This design comes from an exercise in tuning for a short achievable clock period and few clock cycles on the open sky130 flow, not from production work. In this exercise RTL edits were held to simulation tests only and were not proved equivalent to the original. Power and IR drop assume default switching activity.

Design cpu, start of the top module:
module cpu(
	input wire clk,
	input wire nreset,
	output wire [31:0] imem_addr,
	input wire [31:0] imem_data,
	input wire [3:0] dbg_reg_addr,
	output wire [31:0] dbg_reg_data,
	input wire [4:0] dbg_mem_addr,
	output wire [7:0] dbg_mem_data,
	output wire halted
	);
	wire reset = ~nreset;
	wire [31:0] inst = imem_data;
	reg [31:0] pc;
	reg [3:0] flags;           
	wire [31:0] pc_f = reset ? 32'b0 : pc;
	assign imem_addr = pc_f;
	reg [31:0] a2, b2;         
	reg [31:0] op2r;           
	reg [3:0]  op2c;           
	reg        setf2;          
	reg        wdp2;           
	reg        ldr2, str2, byt2;
	reg [3:0]  cond2;
	reg [4:0]  off2, off2_1, off2_2, off2_3;    
	reg        link2;
	reg [31:0] lpc2;
	reg [3:0]  rd2;
	wire [31:0] alu_res;
	wire [3:0]  alu_flags;
	ALU calculation(op2c, a2, b2, op2r, alu_res, alu_flags);
	wire ls_ok;
	condition ls_cond(cond2, flags, ls_ok);
	wire [4:0]  maddr = a2[4:0] + off2;
	wire [19:0] mraddr = {a2[4:0] + off2_3, a2[4:0] + off2_2, a2[4:0] + off2_1, maddr};
	wire [31:0] mword;
	wire        mwr = str2 & ls_ok & nreset;
	memory MEM(clk, maddr, mraddr, byt2 ? {4{b2[7:0]}} : b2, mwr, mword, dbg_mem_addr, dbg_mem_data);
	wire        rwr = (wdp2 | (ldr2 & ls_ok) | link2) & nreset;
	wire [3:0]  rwaddr = link2 ? 4'd14 : rd2;
	wire [31:0] rwdata = link2 ? lpc2 : ldr2 ? (byt2 ? {24'b0, mword[7:0]} : mword) : alu_res;
	wire [3:0] flags_next = setf2 ? alu_flags : flags;
	always @(posedge clk)
		if (reset) flags <= 4'b0;
		else flags <= flags_next;
	wire [1:0] cls = inst[27:26];
	wire dp  = (cls == 2'b00);
	wire ls  = (cls == 2'b01);
	wire br  = inst[27];
	wire [3:0] op = inst[24:21];
	wire [3:0] rn = inst[19:16], rd = inst[15:12], rm = inst[3:0];
	wire        st1 = ls & ~inst[20];
	wire [3:0]  r2 = st1 ? rd : rm;
	wire [31:0] vn, v2, vm_old;
	registers RAM(clk, rwr, rwaddr, rwdata, rn, r2, rm, vn, v2, vm_old, dbg_reg_addr, dbg_reg_data);
	wire shop  = dp & ~inst[25] & ~(op == 4'b1101 | op == 4'b1110 | op == 4'b1111);
	wire stall = shop & rwr & (rwaddr == rm);
	wire [31:0] rot;
  ...
Settings: LEC_CHECK=0, CAP_MARGIN=20, CORE_MARGIN=2, CORE_UTILIZATION=40, GPL_ROUTABILITY_DRIVEN=0, PLACE_DENSITY=0.6, SETUP_SLACK_MARGIN=5, SLEW_MARGIN=20; clock period 10.0 ns.
standard.sh (not shown) runs the stock make flow with config.mk's settings and CLKGATE_MAP_FILE= SYNTH_SCRIPT=/design/flow/synth_recipe.tcl, a recipe that flattens the netlist after the stock synthesis.
==> flow/flow/run.sh <==
#!/bin/bash
# Layout flow: the standard layout (standard.sh, all steps unchanged), with
# the slow 3- and 4-input OR/NOR cells added to the platform's don't-use list,
# so that synthesis maps the wide ORs of the debug read ports and the rest of
# the logic into faster NAND/NOR/AOI trees. Runs in the work folder; the full
# output of the make run (synthesis and every layout step) goes to
# flow_make.log there, and ORFS's own per-step logs to orfs/logs.
set -euo pipefail
cd "$(dirname "$0")/.."
PLATFORM_DONT_USE="sky130_fd_sc_hd__probe_p_8 sky130_fd_sc_hd__probec_p_8 sky130_fd_sc_hd__lpflow_bleeder_1 sky130_fd_sc_hd__lpflow_clkbufkapwr_1 sky130_fd_sc_hd__lpflow_clkbufkapwr_16 sky130_fd_sc_hd__lpflow_clkbufkapwr_2 sky130_fd_sc_hd__lpflow_clkbufkapwr_4 sky130_fd_sc_hd__lpflow_clkbufkapwr_8 sky130_fd_sc_hd__lpflow_clkinvkapwr_1 sky130_fd_sc_hd__lpflow_clkinvkapwr_16 sky130_fd_sc_hd__lpflow_clkinvkapwr_2 sky130_fd_sc_hd__lpflow_clkinvkapwr_4 sky130_fd_sc_hd__lpflow_clkinvkapwr_8 sky130_fd_sc_hd__lpflow_decapkapwr_12 sky130_fd_sc_hd__lpflow_decapkapwr_3 sky130_fd_sc_hd__lpflow_decapkapwr_4 sky130_fd_sc_hd__lpflow_decapkapwr_6 sky130_fd_sc_hd__lpflow_decapkapwr_8 sky130_fd_sc_hd__lpflow_inputiso0n_1 sky130_fd_sc_hd__lpflow_inputiso0p_1 sky130_fd_sc_hd__lpflow_inputiso1n_1 sky130_fd_sc_hd__lpflow_inputiso1p_1 sky130_fd_sc_hd__lpflow_inputisolatch_1 sky130_fd_sc_hd__lpflow_isobufsrc_1 sky130_fd_sc_hd__lpflow_isobufsrc_16 sky130_fd_sc_hd__lpflow_isobufsrc_2 sky130_fd_sc_hd__lpflow_isobufsrc_4 sky130_fd_sc_hd__lpflow_isobufsrc_8 sky130_fd_sc_hd__lpflow_isobufsrckapwr_16 sky130_fd_sc_hd__lpflow_lsbuf_lh_hl_isowell_tap_1 sky130_fd_sc_hd__lpflow_lsbuf_lh_hl_isowell_tap_2 sky130_fd_sc_hd__lpflow_lsbuf_lh_hl_isowell_tap_4 sky130_fd_sc_hd__lpflow_lsbuf_lh_isowell_4 sky130_fd_sc_hd__lpflow_lsbuf_lh_isowell_tap_1 sky130_fd_sc_hd__lpflow_lsbuf_lh_isowell_tap_2 sky130_fd_sc_hd__lpflow_lsbuf_lh_isowell_tap_4 "
SLOW=""
for c in or4 or4b or4bb nor4 nor4b nor4bb or3 or3b; do
  for s in 1 2 4; do SLOW="$SLOW sky130_fd_sc_hd__${c}_$s"; done
done
{ echo "== config.mk"; cat config.mk; echo "== standard.sh"; cat standard.sh; } > flow_setup.log 2>&1
bash standard.sh "DONT_USE_CELLS=$PLATFORM_DONT_USE $SLOW" finish > flow_make.log 2>&1
test -s out/final.def
Testbench counts at the start, summed over its fixed seeds: cycles 74,777.
Next try:
- CORE_UTILIZATION: 40 -> 33
- GPL_ROUTABILITY_DRIVEN: 0 -> not set
- PLACE_DENSITY: 0.6 -> 0.66
=>
- The changed run completed with no timing, DRC or antenna violations
- die area went up by about a fifth
- maximum frequency barely changes
- worst setup slack hardly moves
- sequential share of layout area went down by 0.12 points
- hold slack gains 0.063 ns
- cell area hardly moves
- utilization went down by 8.3 points
- synthesized cell count stays the same
- power went down slightly
Next try:
- CORE_UTILIZATION: 33 -> 55
- PLACE_DENSITY: 0.66 -> 0.72
Effect: The new run went through all stages and came out clean; core utilization is higher by 26 points; worst hold slack gets worse by 0.090 ns; flip-flop and latch count does not change.
Next try:
- CORE_UTILIZATION: 55 -> 40
- PLACE_DENSITY: 0.72 -> 0.68
Effect: The changed run completed with no timing, DRC or antenna violations; sequential power hardly moves; utilization falls by 18 points; clock-buffer cell count rises by 7; cell count rises by 7.5%; via count falls by 3.0%; global-route usage falls by 12 points; flip-flop and latch count does not change; power falls by 1.8%; wire length falls by 2.0%; die area rises by 37%; worst setup slack is worse by 0.042 ns.

-- port drivers added, routing unchanged --
No port has a modelled driver above. Below, the same layouts with a new extraction and two added sets of constraints. Step 1 (the two cells are an assumption about what drives the block):
set clk [get_ports {clk}]
set_driving_cell -lib_cell sky130_fd_sc_hd__clkbuf_16 $clk
set_driving_cell -lib_cell sky130_fd_sc_hd__buf_2 [delete_from_list [all_inputs] $clk]
Step 2, shift: input delay + t, output delay - t, t = (earliest + latest rising clock arrival at the registers) / 2. This alone moves slack from input paths to output paths. Slacks: no drivers / after step 1 / after step 2; pairs: no drivers / after step 1.
| run | t, ns | setup slack, ns | worst setup path at the end |
|---|---|---|---|
| the first run | 0.950 | 4.370 / 4.332 / 4.028 | input to register |
| the second run | 0.955 | 4.367 / 4.280 / 3.896 | input to register |
| the third run | 0.923 | 4.195 / 4.132 / 3.911 | input to register |
| the fourth run | 0.926 | 4.153 / 4.102 / 3.920 | input to register |
After both steps every run listed still meets setup and hold. The setup slack of the second run, which loses most, moves by -0.087 ns with the drivers and by -0.471 ns with both steps.
